Source: an optimization exercise on an open RTL-to-GDS flow (aim: small area). Production flows keep margins and buffers that such runs may drop. In this exercise RTL edits were held to simulation tests only and were not proved equivalent to the original. Power figures rest on the tool's default switching activity, not on a simulated workload.

**design/flow/design.v**
```verilog
`timescale 1ns / 1ps
module one_sec_gen(
    clk,
    reset,
	i_run_en,
	i_freq,
    o_one_sec_tick
    );
parameter P_COUNT_BIT = 30;  
input 						clk;
input 						reset;
input 						i_run_en;
input [P_COUNT_BIT-1:0]		i_freq;
output reg					o_one_sec_tick;
	reg 	[P_COUNT_BIT-1:0] 	r_counter; 
	always @(posedge clk) begin
	    if(reset) begin
			r_counter <= {P_COUNT_BIT{1'b0}};
			o_one_sec_tick <= 1'b0;
	    end else if (i_run_en) begin
			if(r_counter == i_freq -1) begin
				r_counter <= 0;
				o_one_sec_tick <= 1'b1;
			end else begin
				r_counter <= r_counter + 1'b1;
				o_one_sec_tick <= 1'b0;
			end
		end else begin
			o_one_sec_tick <= 1'b0;
		end
	end
endmodule
`timescale 1ns / 1ps
module watch_top(
    clk,
    reset,
	i_run_en,
	i_freq,
    o_sec,
    o_min,
    o_hour
    );
parameter P_COUNT_BIT = 30;  
parameter P_SEC_BIT	 = 6;  
parameter P_MIN_BIT	 = 6;  
parameter P_HOUR_BIT = 5;  
input 							clk;
input 							reset;
input 							i_run_en;
input		[P_COUNT_BIT-1:0]	i_freq;
output reg 	[P_SEC_BIT-1:0]		o_sec;
output reg 	[P_MIN_BIT-1:0]		o_min;
output reg 	[P_HOUR_BIT-1:0]	o_hour;
wire w_one_sec_tick;
one_sec_gen 
# (
	.P_COUNT_BIT	(P_COUNT_BIT) 
) u_one_sec_gen(
	.clk 				(clk			),
	.reset 				(reset			),
	.i_run_en			(i_run_en		),
	.i_freq				(i_freq			),
	.o_one_sec_tick 	(w_one_sec_tick	)
);
reg [17-1:0] r_sec_cnt;  
wire [6-1:0] sec_val = r_sec_cnt % 60;
wire [6-1:0] min_val = (r_sec_cnt/60) % 60;
wire [5-1:0] hour_val = (r_sec_cnt/(60*60)) % 24;
	always @(posedge clk) begin
	    if(reset) begin
			o_sec		<= 0;
			o_min		<= 0;
			o_hour		<= 0;
			r_sec_cnt 	<= 0;
		end else if(w_one_sec_tick) begin
			if (r_sec_cnt == 24*60*60-1)  begin
				r_sec_cnt 	<= 0;
			end else begin
				r_sec_cnt <= r_sec_cnt + 1'b1;
			end
			o_sec		<= sec_val ;
			o_min		<= min_val ;
			o_hour		<= hour_val;
		end
	end
endmodule
```
**design/flow/run.sh**
```bash
#!/bin/bash
# synth_recipe.tcl (not shown) runs the flow's synth.tcl, then flattens the netlist and writes it again
# the make line also repeats each setting of config.mk as NAME=value (left out here)
make -C /OpenROAD-flow-scripts/flow DESIGN_CONFIG=/design/flow/config.mk WORK_HOME=/design/flow/orfs CLKGATE_MAP_FILE= SYNTH_SCRIPT=/design/flow/synth_recipe.tcl finish
```
**design/flow/config.mk**
```make
export PLATFORM = sky130hd
export DESIGN_NAME = watch_top
export DESIGN_NICKNAME = watch_top
export VERILOG_FILES = /design/flow/design.v
export SDC_FILE = /design/flow/constraint.sdc
export NUM_CORES = 4
export LEC_CHECK = 0
export CAP_MARGIN = 20
export CORE_MARGIN = 2
export CORE_UTILIZATION = 40
export SLEW_MARGIN = 20
```
**design/flow/constraint.sdc**
```tcl
create_clock -name core_clock -period 10.0 [get_ports {clk}]
set_input_delay 2.0000 -clock core_clock [delete_from_list [all_inputs] [get_ports {clk}]]
set_output_delay 2.0000 -clock core_clock [all_outputs]
set_load 0.01 [all_outputs]
```
==> flow_summary.toml, run 1 <==
[final_layout]
stdcell_area_um2 = 7483
area_delta_synth_final_pct = 14.69
antenna_cells = 0
mostFrequentLayoutCell = "nor2_1"
seqCellArea_um2 = 1301
multi_input_area_um2 = 4946
fin_nets = 938
most-common-layout-cells = "nor2_1, nand2_1, dfxtp_1"
n_fill_cell = 1609
drive_gt1_frac = 0.07087
fin_cells = 1119

[yosys]
synth_cell_types = 102
mappedNetlistArea_um2 = 6525
synth_top_flop_cell = "dfxtp_1"
yosysSeqAreaShare = 0.1994
synth_warnings = 2
syn_avg_cell_area_um2 = 7.474
syn_nets = 913
synthCells = 873
ys_ff_latch = 65
synth_edf_count = 0
synth-async-reset-ratio = 0

[timing]
hold_viol = 0
clock_skew_ps = 7.413
grt_setup_unrepaired = "no"
relSlewSlack = 0.3698
whs_ps = 467.9
worst_pin_slew_ps = 943.1
min_period_ps = 6651
fin_crit_sh = 0.6651
setup_violations = 0
finalMaxSlewViolations = 0
max_freq_ghz = 0.1504
tns_ps = 0

[clock_tree]
cts.clk_slew.worst_paths_ps = 60
post_cts_buffers = 0
root_buffer = "clkbuf_16"
cts_hold_buf = 0
cts_tree = "built"
cts_buffers = 9
clk_latency_ps = 340
clock_path_buffers = 2
htree_num_levels = 3
cts.repair.resized = 0
numClockSinks = 65

[pwr]
total_power_uw = 678.0
power_density_nw_per_um2 = 90.59
leakage_nw = 2.452
vdd_drop_max_mv = 0.07271

[detailed_routing]
drt-vias-per-instance = 5.803
num_vias = 6493
drcViolationCount = 0
drt_pre_antenna_iters = 5
wl_per_cell_um = 15.24
antenna_left = 0
drt-total-wl_mm = 17.06
drtIter0Drc = 525

[worst_setup_path]
setup.worst_path.class = "in -> reg"
cp_data_required_time_ps = 10180
crit_arrival_ps = 6830
startpoint_type = "primary input"
endpoint_kind = "flop"
path_max_fanout = 29

[run_status]
outcome = "timing/DRC/antenna clean"

[floorplan]
start_util = 0.4093
io_pins = 50
rows = 46
die_y_um = 131.7
die_area_um2 = 17350
die_x_um = 131.7
core_area_um2 = 15940

[global_routing]
grt_util_all_layers = 0.1963
grt_max_degree = 32
grt_first_pass_wirelength_mm = 28.95
grt_pass1_vias = 6027
grt_antenna_before_repair = 0
grt-ovfl-total = 0

[placed_design]
place.gp.congestion = 0.8901
dp_hpwl_mm = 12.96
dp_cells = 1103
place_area_um2 = 7132
io_buffers = 49

[min_path]
hold_class = "reg -> reg"

[run]
cap_violations = 0
## state kept, by name, indices dropped and copies added (netlist names)
register and cells:
o_hour 5, o_min 6, o_sec 6, r_sec_cnt 17, u_one_sec_gen.o_one_sec_tick 1, u_one_sec_gen.r_counter 30
## area by class of cell
cell class,count,area share
clock inverters,7,0.01689
well taps,216,0.03611
clock buffers,9,0.03010
flip-flops and latches,65,0.1739
repair buffers,51,0.06755
multi-input cells,742,0.6609
inverters,29,0.01455
## worst paths after layout
kind | start | endpoint | slack, ps | cells after the start
worst max-delay path | i_freq[3] | u_one_sec_gen.r_counter[19] | 3350 | 15
worst min-delay path | o_min[3] | o_min[3] | 470 | 2
worst max register to register | r_sec_cnt[12] | o_sec[2] | 3850 | 17
worst min register to register | o_min[3] | o_min[3] | 470 | 2
## synthesized netlist by cell type (17+ instances only)
| master | instances | share of area |
|---|---|---|
| clkbuf_1 | 20 | 0.012 |
| nor3_1 | 33 | 0.025 |
| xnor2_1 | 59 | 0.079 |
| nand4_1 | 20 | 0.019 |
| nand2_1 | 86 | 0.049 |
| dfxtp_1 | 65 | 0.20 |
| nand3_1 | 28 | 0.021 |
| a21oi_1 | 38 | 0.029 |
| xor2_1 | 41 | 0.055 |
| nor2_1 | 109 | 0.063 |
| inv_1 | 25 | 0.014 |
| o211ai_1 | 17 | 0.020 |
| o21ai_0 | 33 | 0.025 |
## stage by stage
stage	worst slack [ps]	utilization
2_1_floorplan	4058	-
3_3_place_gp	3079	0.4473
3_5_place_dp	2940	0.4473
4_1_cts	3311	0.4694
5_1_grt	2762	0.4694
6_report	3349	0.4694
## kinds of logic (layout without fill, tap and decap cells)
family	count (synthesis)	count (layout)	share of synthesized area
compound gates	247	247	0.2976
xor+xnor	100	100	0.1342
fa+ha+maj	9	9	0.01668
buf+inv	66	96	0.04257
flops	65	65	0.1994
mux	16	16	0.02780
simple gates	370	370	0.2817
## worst max-delay path, cell delays in order
cell	delay [ps]
clkdlybuf4s50_1	490
or4_1	560
or3_1	390
or2_2	330
or3_1	380
nor4_1	350
nand3b_1	230
nor4b_1	360
xnor2_1	160
o21ai_0	90
a2111oi_0	330
and4_1	260
nand2_1	70
nand2_1	710
nor2_1	110
## per-layer routing
| layer | GRT usage | wire length (um) | part of all wire | vias to the layer above |
|---|---|---|---|---|
| met5 | 0 | 0 | 0 | - |
| met4 | 0.06220 | 312 | 0.018 | 0 |
| met3 | 0.03318 | 731 | 0.043 | 24 |
| met2 | 0.3266 | 7922 | 0.46 | 167 |
| met1 | 0.2592 | 8090 | 0.47 | 2999 |
| li1 | - | - | - | 3303 |
## power breakdown
part	internal, mW	switching (mW)	total [mW]
combinational	0.0215	0.0216	0.0431
sequential	0.260	0.00140	0.261
clock	0.246	0.127	0.374
==> inputs of run 2 (changes only) <==
==> design/flow/design.v (replaced) <==
`timescale 1ns / 1ps
module one_sec_gen(
    clk,
    reset,
	i_run_en,
	i_freq,
    o_one_sec_tick
    );
parameter P_COUNT_BIT = 30;  
input 						clk;
input 						reset;
input 						i_run_en;
input [P_COUNT_BIT-1:0]		i_freq;
output reg					o_one_sec_tick;
	reg 	[P_COUNT_BIT-1:0] 	r_left;
	wire w_upper_zero = ~|r_left[P_COUNT_BIT-1:1];
	wire w_wrap = i_run_en & w_upper_zero & r_left[0];
	wire w_load = reset | (w_upper_zero & (i_run_en | ~r_left[0]));
	always @(posedge clk) begin
		r_left <= w_load ? i_freq : r_left - {{(P_COUNT_BIT-1){1'b0}}, i_run_en};
		o_one_sec_tick <= ~reset & w_wrap;
	end
endmodule
`timescale 1ns / 1ps
module watch_top(
    clk,
    reset,
	i_run_en,
	i_freq,
    o_sec,
    o_min,
    o_hour
    );
parameter P_COUNT_BIT = 30;  
parameter P_SEC_BIT	 = 6;  
parameter P_MIN_BIT	 = 6;  
parameter P_HOUR_BIT = 5;  
input 							clk;
input 							reset;
input 							i_run_en;
input		[P_COUNT_BIT-1:0]	i_freq;
output reg 	[P_SEC_BIT-1:0]		o_sec;
output reg 	[P_MIN_BIT-1:0]		o_min;
output reg 	[P_HOUR_BIT-1:0]	o_hour;
wire w_one_sec_tick;
one_sec_gen 
# (
	.P_COUNT_BIT	(P_COUNT_BIT) 
) u_one_sec_gen(
	.clk 				(clk			),
	.reset 				(reset			),
	.i_run_en			(i_run_en		),
	.i_freq				(i_freq			),
	.o_one_sec_tick 	(w_one_sec_tick	)
);
reg r_started;
wire w_sec_last  = &{o_sec[5:3], o_sec[1:0]};
wire w_min_last  = &{o_min[5:3], o_min[1:0]};
wire w_hour_last = &{o_hour[4], o_hour[2:0]};
	always @(posedge clk) begin
	    if(reset) begin
			o_sec		<= 0;
			o_min		<= 0;
			o_hour		<= 0;
			r_started	<= 1'b0;
		end else if(w_one_sec_tick) begin
			r_started	<= 1'b1;
			if (r_started) begin
				if (w_sec_last) begin
					o_sec <= 0;
					if (w_min_last) begin
						o_min <= 0;
						if (w_hour_last)
							o_hour <= 0;
						else
							o_hour <= o_hour + 1'b1;
					end else begin
						o_min <= o_min + 1'b1;
					end
				end else begin
					o_sec <= o_sec + 1'b1;
				end
			end
		end
	end
endmodule
==> design/flow/flow/run.sh (new file) <==
#!/bin/bash
# Standard layout, unchanged.
bash standard.sh > standard.log 2>&1
==> design/flow/standard.sh (new file) <==
#!/bin/bash
# synth_recipe.tcl (not shown) runs the flow's synth.tcl, then flattens the netlist and writes it again
# the make line also repeats each setting of config.mk as NAME=value (left out here)
make -C /OpenROAD-flow-scripts/flow DESIGN_CONFIG=/design/flow/config.mk WORK_HOME=/design/flow/orfs CLKGATE_MAP_FILE= SYNTH_SCRIPT=/design/flow/synth_recipe.tcl "${@:-finish}"
removed: design/flow/run.sh
==> flow_summary.toml, run 2 <==
[placed_design]
dp_slack_ps = 5380
io_buffers = 49
place_area_um2 = 2919
place.gp.congestion = 0.7147
dp_hpwl_mm = 3.320
dp_cells = 390

[final_layout]
stdcell_area_um2 = 3030
antenna_cells = 0
seqCellArea_um2 = 980.9
fin_nets = 361
area_delta_synth_final_pct = 27.81
drive_gt1_frac = 0.05263
largest_reg_flops = 30
most-common-layout-cells = "clkdlybuf4s50_1, dfxtp_1, nand2_1"
multi_input_area_um2 = 1328
largestRegisters = "u_one_sec_gen.r_left (30), o_min (6), o_sec (6)"
fin_cells = 398
largest_register = "u_one_sec_gen.r_left"
n_fill_cell = 609

[detailed_routing]
drt-total-wl_mm = 4.650
num_vias = 1980
antenna_left = 0
drt-vias-per-instance = 4.975
drcViolationCount = 0
drt_pre_antenna_iters = 4
wl_per_cell_um = 11.68
drtIter0Drc = 70

[pwr]
internal-power_uw = 310.1
leakage_nw = 1.092
pwr-share-seq = 0.537
p_switching_uw = 99.59
vdd_drop_max_mv = 0.06413
swShare = 0.2431
power_density_nw_per_um2 = 135.2
pwr-share-comb = 0.118
clkPwrFrac = 0.345

[timing]
tns_ps = 0
setup_violations = 0
fin_crit_sh = 0.4283
relSlewSlack = 0.3762
hold_viol = 0
setup_slack_ps = 5717
grt_setup_unrepaired = "no"
finalMaxSlewViolations = 0
max_freq_ghz = 0.2335
min_period_ps = 4283
clock_skew_ps = 12.41
worst_pin_slew_ps = 932.6

[clock_tree]
cts_buffers = 5
cts_hold_buf = 0
clock_path_buffers = 2
clk_latency_ps = 310
numClockSinks = 49
cts.clk_slew.worst_paths_ps = 90
root_buffer = "clkbuf_8"
htree_num_levels = 2
post_cts_buffers = 0
cts_tree = "built"
cts.repair.resized = 0

[yosys]
synth_edf_count = 0
ys_ff_latch = 49
synth_cell_types = 38
yosysSeqAreaShare = 0.4137
synth-async-reset-ratio = 0
synth_warnings = 2
synth_common_cells = "dfxtp_1, nand2_1, o21ai_0"
synth.area.top_cells = "dfxtp_1, xor2_1, nand2_1, xnor2_1, o21ai_0"
synth_top_flop_cell = "dfxtp_1"
synthCells = 276
yosysMostFrequentCell = "dfxtp_1"
syn_avg_cell_area_um2 = 8.591
mappedNetlistArea_um2 = 2371
syn_nets = 315
netlist.area_leader.share = 0.4137
yosysTopAreaCell = "dfxtp_1"

[worst_setup_path]
cp_data_required_time_ps = 10190
max_stage_delay_ps = 610
slowest_stage = "or4b_1"
path_max_fanout = 8
crit_arrival_ps = 4470
startpoint_type = "primary input"
path_common_cell = "ha_1"
endpoint_kind = "flop"
path_cells = "clkdlybuf4s50_1 > ha_1 > ha_1 > or4b_1 > nor4_4 > and4bb_2 > xnor2_1 > o21ai_1"
ff2ff_path_depth = 6
setup.worst_path.class = "in -> reg"

[global_routing]
grt_pass1_vias = 1847
grt_max_degree = 41
grt_antenna_before_repair = 0
grt_first_pass_wirelength_mm = 7.734
grt-ovfl-total = 0
grt_util_all_layers = 0.1489

[floorplan]
core_area_um2 = 5816
die_x_um = 80.99
io_pins = 50
rows = 28
start_util = 0.4077
die_area_um2 = 6559
die_y_um = 80.99

[min_path]
hold_class = "reg -> reg"
hold-path-cell-count = 2

[run_status]
outcome = "timing/DRC/antenna clean"

[run]
cap_violations = 0
[run 2: changes by cell type after synthesis, sizes merged, moves of 16 or more]
| cell | previous run | this run |
|---|---|---|
| a211oi | 18 | 0 |
| a21oi | 39 | 7 |
| clkbuf | 20 | 2 |
| dfxtp | 65 | 49 |
| inv | 25 | 5 |
| nand2 | 86 | 43 |
| nand3 | 29 | 9 |
| nor2 | 111 | 16 |
| nor3 | 34 | 11 |
| o211ai | 19 | 0 |
| xnor2 | 59 | 15 |
| xor2 | 41 | 22 |
[run 2: layer usage]
metal	track usage	wire length [um]	up-vias
met1	0.1886	2361	881
met3	0.03778	207	5
met4	0.04576	49	0
met5	0	0	-
li1	-	-	1060
met2	0.2488	2031	34
[run 2: logic make-up after synthesis]
logic type,count (synthesis),share of synthesized area
adder cells (fa/ha/maj),6,0.03166
AND/OR/NAND/NOR,125,0.2876
multiplexers,1,0.004222
XOR/XNOR,37,0.1367
buffers and inverters,16,0.03114
AO/OA/AOI/OAI,42,0.09499
flip-flops,49,0.4137
[run 2: final timing paths]
kind | start | to | slack [ps]
hold reg to reg | o_hour[3] | o_hour[3] | 500
setup reg to reg | u_one_sec_gen.r_left[6] | u_one_sec_gen.r_left[26] | 7230
setup / recovery | i_run_en | u_one_sec_gen.r_left[28] | 5720
hold / removal | o_hour[3] | o_hour[3] | 500
[run 2: worst max-delay path, delay by kind of cell]
family,cells,cell delay [ps]
xor gates and xnor gates,1,120
adders and majority gates,2,450
AOI/OAI and AO/OA,1,70
buffers and inverters,1,520
and+or+nand+nor,3,1310
[run 2: cell type report]
class	count	area share
inverter	5	0.006193
tap	75	0.03097
timing repair buffer	50	0.1643
sequential	49	0.3237
multi-input combinational	211	0.4381
clock inverter	2	0.01280
clock buffer	6	0.02395
[run 2: power by group through the flow]
stage               clock network (mW)  registers [mW]  logic (mW)
detailed placement                   0           0.225      0.0483
finish                           0.141           0.220      0.0481
floorplan                            0           0.222      0.0304
CTS                              0.147           0.220      0.0488
global placement                     0           0.225      0.0478
global route                     0.154           0.222      0.0546
[run 2: through the flow]
step / utilization / power (mW) / hold slack [ps]
3_5_place_dp: 0.5019 / 0.2729 / 491.1
5_1_grt: 0.5211 / 0.4307 / 540.1
4_1_cts: 0.5211 / 0.4157 / 506.8
3_3_place_gp: 0.5019 / 0.2723 / 484.6
2_1_floorplan: - / 0.2526 / 465.6
6_report: 0.5211 / 0.4096 / 503.7
==> inputs of run 3 (changes only) <==
==> design/flow/run.sh (new file) <==
#!/bin/bash
# synth_recipe.tcl (not shown) runs the flow's synth.tcl, then flattens the netlist and writes it again
# the make line also repeats each setting of config.mk as NAME=value (left out here)
make -C /OpenROAD-flow-scripts/flow DESIGN_CONFIG=/design/flow/config.mk WORK_HOME=/design/flow/orfs CLKGATE_MAP_FILE= SYNTH_SCRIPT=/design/flow/synth_recipe.tcl finish
removed: design/flow/flow/run.sh
removed: design/flow/standard.sh
==> flow_summary.toml, run 3 <==
[yosys]
mappedNetlistArea_um2 = 2371
synth_top_flop_cell = "dfxtp_1"
syn_nets = 315
synth_top_family_by_area = "simple AND/OR/NAND/NOR gates"
yosysMostFrequentCell = "dfxtp_1"
yosysSeqAreaShare = 0.4137
netlist.area_leader.share = 0.4137
synthAdderAreaFrac = 0.03166
synth-async-reset-ratio = 0
synth_edf_count = 0
synth_mux_area_frac = 0.004222
yosysTopAreaCell = "dfxtp_1"
synth_cell_types = 38
synth_warnings = 2
syn_avg_cell_area_um2 = 8.591
synthCells = 276
synth_common_cells = "dfxtp_1, nand2_1, o21ai_0"
synthSimpleGateAreaFrac = 0.2876
synthXorXnorAreaFrac = 0.1367
synth.area.top_cells = "dfxtp_1, xor2_1, nand2_1, xnor2_1, o21ai_0"
ys_ff_latch = 49
synth_compound_area_frac = 0.09499

[timing]
min_period_ps = 4283
worst_pin_slew_ps = 932.6
tns_ps = 0
setup_slack_ps = 5717
finalMaxSlewViolations = 0
fin_crit_sh = 0.4283
clock_skew_ps = 12.41
grt_setup_unrepaired = "no"
max_freq_ghz = 0.2335
setup_violations = 0
relSlewSlack = 0.3762
hold_viol = 0

[global_routing]
grt_antenna_before_repair = 0
use_met1 = 0.1886
grt_util_all_layers = 0.1489
grt_first_pass_wirelength_mm = 7.734
grt-ovfl-total = 0
use_met2 = 0.2488
grt_busiest_layer = "met2"
use_met3 = 0.03778
grt_max_degree = 41
grt_pass1_vias = 1847

[final_layout]
antenna_cells = 0
area_delta_synth_final_pct = 27.81
largest_reg_flops = 30
largestRegisters = "u_one_sec_gen.r_left (30), o_min (6), o_sec (6)"
largest_register = "u_one_sec_gen.r_left"
post-route-util = 0.5211
fin_nets = 361
most-common-layout-cells = "clkdlybuf4s50_1, dfxtp_1, nand2_1"
drive_gt1_frac = 0.05263

[run]
cap_violations = 0

[clock_tree]
cts_hold_buf = 0
clock_path_buffers = 2
cts.clk_slew.worst_paths_ps = 90
root_buffer = "clkbuf_8"
clk_latency_ps = 310
cts_tree = "built"
cts_buffers = 5
cts.repair.resized = 0
post_cts_buffers = 0
htree_num_levels = 2
numClockSinks = 49

[worst_setup_path]
endpoint_kind = "flop"
reg2reg_from = "u_one_sec_gen.r_left[6]"
r2r_end = "u_one_sec_gen.r_left[26]"
regToRegSetupSlack_ps = 7230
cp_data_required_time_ps = 10190
setup.worst_path.class = "in -> reg"
startpoint_type = "primary input"
ff2ff_path_depth = 6
path_max_fanout = 8
crit_arrival_ps = 4470

[pwr]
vdd_drop_max_mv = 0.06413
power_density_nw_per_um2 = 135.2
leakage_nw = 1.092

[min_path]
hold_class = "reg -> reg"
hold-path-cell-count = 2
holdPathEnd = "o_hour[3]"
hp-start = "o_hour[3]"

[detailed_routing]
wl_per_cell_um = 11.68
drtIter0Drc = 70
drt-total-wl_mm = 4.650
drt-vias-per-instance = 4.975
antenna_left = 0
drcViolationCount = 0
drt_pre_antenna_iters = 4
num_vias = 1980

[floorplan]
die_y_um = 80.99
rows = 28
die_x_um = 80.99
die_area_um2 = 6559
start_util = 0.4077
core_area_um2 = 5816
io_pins = 50

[placed_design]
dp_slack_ps = 5380
place.gp.congestion = 0.7147
io_buffers = 49
dp_hpwl_mm = 3.320

[run_status]
outcome = "timing/DRC/antenna clean"
==> run 3: cell counts after synthesis <==
No cell type changed its count.
==> run 3: final cells by class <==
class	count	area [um2]
Clock buffer	6	72.57
Clock inverter	2	38.79
Fill cell	609	2785
Inverter	5	18.77
Multi-Input combinational cell	211	1328
Sequential cell	49	980.9
Tap cell	75	93.84
Timing Repair Buffer	50	498.0
==> run 3: worst max-delay path by stage <==
stage,depth (start not counted),start,slack [ps],endpoint
finish,8,i_run_en,5720,u_one_sec_gen.r_left[28]
global route,8,i_run_en,5540,u_one_sec_gen.r_left[28]
CTS,8,i_run_en,5700,u_one_sec_gen.r_left[28]
detailed placement,8,i_run_en,5380,u_one_sec_gen.r_left[28]
global placement,8,i_run_en,5450,u_one_sec_gen.r_left[28]
floorplan,8,i_run_en,6230,u_one_sec_gen.r_left[28]
==> run 3: per-stage QoR <==
step / instance area (um2) / hold WS [ps] / power (mW) / cells
6_report: 3030 / 503.7 / 0.4096 / 398
5_1_grt: 3030 / 540.1 / 0.4307 / 398
4_1_cts: 3030 / 506.8 / 0.4157 / 398
3_5_place_dp: 2919 / 491.1 / 0.2729 / 390
3_3_place_gp: 2919 / 484.6 / 0.2723 / 390
2_1_floorplan: 2371 / 465.6 / 0.2526 / 276
==> run 3: per-layer routing <==
layer  up-vias  part of all wire
li1       1060                 -
met1       881              0.51
met2        34              0.44
met3         5             0.045
met4         0             0.011
met5         -                 0
==> run 3: report_power, final <==
part	switching (mW)	internal, mW	total [mW]	leakage [nW]
combinational	0.0209	0.0272	0.0481	0.631
sequential	0.0125	0.208	0.220	0.406
clock	0.0662	0.0751	0.141	0.0554
==> run 3: logic make-up (layout without fill, tap and decap cells) <==
family / after synthesis / after routing
compound gates: 42 / 42
xor+xnor: 37 / 37
fa+ha+maj: 6 / 6
buf+inv: 16 / 63
flops: 49 / 49
mux: 1 / 1
simple gates: 125 / 125
==> run 3: critical path: stages <==
cell             delay [ps]
clkdlybuf4s50_1         520
ha_1                    240
ha_1                    210
or4b_1                  610
nor4_4                  400
and4bb_2                300
xnor2_1                 120
o21ai_1                  70
==> inputs of run 4 (changes only) <==
==> design/flow/flow/run.sh (new file) <==
#!/bin/bash
# Standard synthesis, then an area re-mapping of its combinational logic,
# then the standard layout with small port buffers and a small clock tree.
set -euo pipefail
W=$PWD
RES=$W/orfs/results/$FLOW_PLATFORM/watch_top/base
LIB=$FLOW_HOME/platforms/$FLOW_PLATFORM/lib/sky130_fd_sc_hd__tt_025C_1v80.lib

# 1. the standard synthesis, unchanged
bash standard.sh $RES/1_2_yosys.v > $W/synth.log 2>&1

# 2. re-map the combinational logic for area
cp $RES/1_2_yosys.v $W/1_2_yosys_std.v
seq=$(grep -o 'sky130_fd_sc_hd__[a-z0-9]*_[0-9]*' $W/1_2_yosys_std.v | sort -u | grep -E '__(df|edf|sdf|dl)' || true)
bb=""; for c in $seq; do bb="$bb blackbox $c;"; done
sed -e "s#@LIB@#$LIB#g" -e "s#@BLACKBOX@#$bb#" -e "s#@IN@#$W/1_2_yosys_std.v#" \
    -e "s#@TOP@#$FLOW_TOP#" -e "s#@ABC@#$W/flow/area.abc#" -e "s#@STAT@#$W/resyn_stat.txt#" \
    -e "s#@OUT@#$RES/1_2_yosys.v#" $W/flow/resyn.ys.in > $W/resyn.ys
yosys -s $W/resyn.ys > $W/resyn.log 2>&1

# 3. the standard layout from the re-mapped netlist
bash standard.sh finish \
  BUFFER_PORTS_ARGS="-buffer_cell sky130_fd_sc_hd__buf_1" \
  CTS_ARGS="-sink_clustering_enable -repair_clock_nets -dont_use_dummy_load -buf_list {sky130_fd_sc_hd__clkbuf_4 sky130_fd_sc_hd__clkbuf_8} -root_buf sky130_fd_sc_hd__clkbuf_8" \
  > $W/layout.log 2>&1
==> design/flow/flow/area.abc (new file) <==
strash
&get -n
&st
&dch
&nf -R 1000
&put
topo
==> design/flow/flow/resyn.ys.in (new file) <==
# Re-map the combinational logic of the standard synthesis netlist for area.
# The flip-flop cells are kept as black boxes, so every register keeps its
# instance name and cell type.
read_liberty -ignore_miss_func @LIB@
@BLACKBOX@
read_verilog @IN@
hierarchy -top @TOP@
flatten
opt -purge
abc -script @ABC@ -liberty @LIB@ -dont_use *probe* -dont_use *lpflow* -D 10000
read_liberty -lib -ignore_redef @LIB@
opt_clean -purge
splitnets
opt_clean -purge
hilomap -singleton -hicell sky130_fd_sc_hd__conb_1 HI -locell sky130_fd_sc_hd__conb_1 LO
check -assert -mapped
tee -o @STAT@ stat -liberty @LIB@
write_verilog -noattr -nohex -nodec @OUT@
==> design/flow/standard.sh (new file) <==
#!/bin/bash
# synth_recipe.tcl (not shown) runs the flow's synth.tcl, then flattens the netlist and writes it again
# the make line also repeats each setting of config.mk as NAME=value (left out here)
make -C /OpenROAD-flow-scripts/flow DESIGN_CONFIG=/design/flow/config.mk WORK_HOME=/design/flow/orfs CLKGATE_MAP_FILE= SYNTH_SCRIPT=/design/flow/synth_recipe.tcl "${@:-finish}"
removed: design/flow/run.sh
==> flow_summary.toml, run 4 <==
[run_status]
outcome = "timing/DRC/antenna clean"

[run]
cap_violations = 0

[final_layout]
largest_register = "u_one_sec_gen.r_left"
drive_gt1_frac = 0.02456
area_delta_synth_final_pct = 17.82
fin_nets = 320
post-route-util = 0.4942
largest_reg_flops = 30
largestRegisters = "u_one_sec_gen.r_left (30), o_min (6), o_sec (6)"
antenna_cells = 0
most-common-layout-cells = "nor2_1, buf_1, dfxtp_1"
mostFrequentLayoutCell = "nor2_1"

[timing]
grt_setup_unrepaired = "no"
tns_ps = 0
clock_skew_ps = 15.68
min_period_ps = 4138
setup_violations = 0
relSlewSlack = 0.5442
fin_crit_sh = 0.4138
max_freq_ghz = 0.2416
finalMaxSlewViolations = 0
hold_viol = 0
worst_pin_slew_ps = 677.4

[pwr]
internal-power_uw = 267.4
swShare = 0.2373
p_switching_uw = 83.20
clkPwrFrac = 0.295
pwr-share-comb = 0.085
vdd_drop_max_mv = 0.09591
pwr-share-seq = 0.619
power_density_nw_per_um2 = 149.2
leakage_nw = 0.7924

[yosys]
synthCells = 230
syn_nets = 263
syn_avg_cell_area_um2 = 8.671
synth_warnings = 2
mappedNetlistArea_um2 = 1994

[clock_tree]
cts.clk_slew.worst_paths_ps = 90
numClockSinks = 49
htree_num_levels = 2
clock_path_buffers = 2
cts_tree = "built"
cts.repair.resized = 0
clk_latency_ps = 300
post_cts_buffers = 0
cts_buffers = 5
cts_hold_buf = 0
root_buffer = "clkbuf_8"

[detailed_routing]
drcViolationCount = 0
wl_per_cell_um = 10.89
drt-total-wl_mm = 3.834
num_vias = 1713
drt-vias-per-instance = 4.866
antenna_left = 0
drt_pre_antenna_iters = 4
drtIter0Drc = 50

[global_routing]
grt_pass1_vias = 1556
use_met3 = 0.04284
use_met1 = 0.1839
grt-ovfl-total = 0
grt_util_all_layers = 0.1523
grt_busiest_layer = "met2"
use_met2 = 0.2576
grt_max_degree = 61
grt_antenna_before_repair = 0
grt_first_pass_wirelength_mm = 6.555

[worst_setup_path]
setup.worst_path.class = "in -> reg"
crit_buf_inv = 1
path_delay_family = "simple AND/OR/NAND/NOR gates"
slowest_stage = "or4_1"
crit_arrival_ps = 4300
max_stage_delay_ps = 530
cp_data_required_time_ps = 10160
path_max_fanout = 6
startpoint_type = "primary input"
endpoint_kind = "flop"
path_cells = "buf_1 > nand2b_1 > or2_0 > or4_1 > or4_1 > nor3_1 > nand2b_1 > o21ai_0 > a31oi_1"

[placed_design]
place.gp.congestion = 0.7429
dp_hpwl_mm = 2.720
io_buffers = 49

[floorplan]
io_pins = 50
die_area_um2 = 5567
start_util = 0.4195
die_y_um = 74.61
rows = 25
die_x_um = 74.61
core_area_um2 = 4755

[min_path]
hold_class = "reg -> reg"
run 4: metal layers:
metal,up-vias,part of all wire
met4,0,0.019
met1,739,0.50
met2,35,0.43
met5,-,0
li1,931,-
met3,8,0.050
run 4: worst paths after layout:
check	to	slack, ps	start	cells past startpoint
setup / recovery	u_one_sec_gen.r_left[12]	5860	i_run_en	9
hold / removal	r_started	490	r_started	2
setup reg to reg	u_one_sec_gen.r_left[12]	6960	u_one_sec_gen.r_left[15]	9
hold reg to reg	r_started	490	r_started	2
run 4: power by group through the flow:
stage,clock network (mW),logic [mW],registers (mW)
after detailed placement,0,0.0300,0.222
after floorplan,0,0.0214,0.220
final,0.104,0.0299,0.217
after global placement,0,0.0299,0.221
after CTS,0.109,0.0303,0.217
after global routing,0.116,0.0351,0.219
run 4: cell type report:
class / count / area (um2)
well taps: 67 / 83.83
inverters: 1 / 3.754
multi-input cells: 180 / 1021
flip-flops and latches: 49 / 980.9
fillers: 512 / 2405
clock buffers: 5 / 68.82
repair buffers: 50 / 191.4
run 4: per-stage QoR:
stage	power [mW]	setup slack [ps]	cells	hold WS [ps]	area, um2
after CTS	0.3560	5856	352	485.4	2350
after global routing	0.3706	5607	352	524.2	2350
final	0.3506	5862	352	486.3	2350
after detailed placement	0.2516	5533	347	470.5	2281
after global placement	0.2513	5587	347	462.8	2281
after floorplan	0.2409	5302	230	449.1	1994
run 4: worst reg2reg max path: cells and delay by family, from the launching register on:
| family | cells | cell delay [ps] |
|---|---|---|
| flip-flops | 1 | 350 |
| AO/OA/AOI/OAI | 2 | 150 |
| buffers and inverters | 1 | 330 |
| AND/OR/NAND/NOR | 6 | 2070 |

## separate check: timing with driven ports
In the flow no input, the clock included, has a driving cell. The finished layouts below were timed again as built, in two steps. Step 1: set_driving_cell puts a clkbuf_16 on clk and a buf_2 on each other input, an assumption about the parent block. Step 2 adds t to the input delays and takes it off the output delays; t is the mean of the earliest and latest rising clock arrival at the registers after step 1. Input paths then give back, and output paths get back, about the clock's delay inside the block. Three values: ideal, step 1, step 2; two values: the first two.
run	shift t [ns]	setup WS [ns]	worst hold slack (ns)	worst setup path after step 2
run 1	0.374	3.349 / 3.370 / 2.996	0.468 / 0.468 / 0.468	input to register
run 2	0.326	5.717 / 5.718 / 5.392	0.504 / 0.504 / 0.504	input to register
run 3	0.326	5.717 / 5.718 / 5.392	0.504 / 0.504 / 0.504	input to register
run 4	0.318	5.862 / 5.862 / 5.544	0.486 / 0.486 / 0.486	input to register
After both steps every run listed still meets setup and hold. For run 1, which loses most, drivers alone change the setup slack by +0.021 ns; drivers and shift together by -0.353 ns.
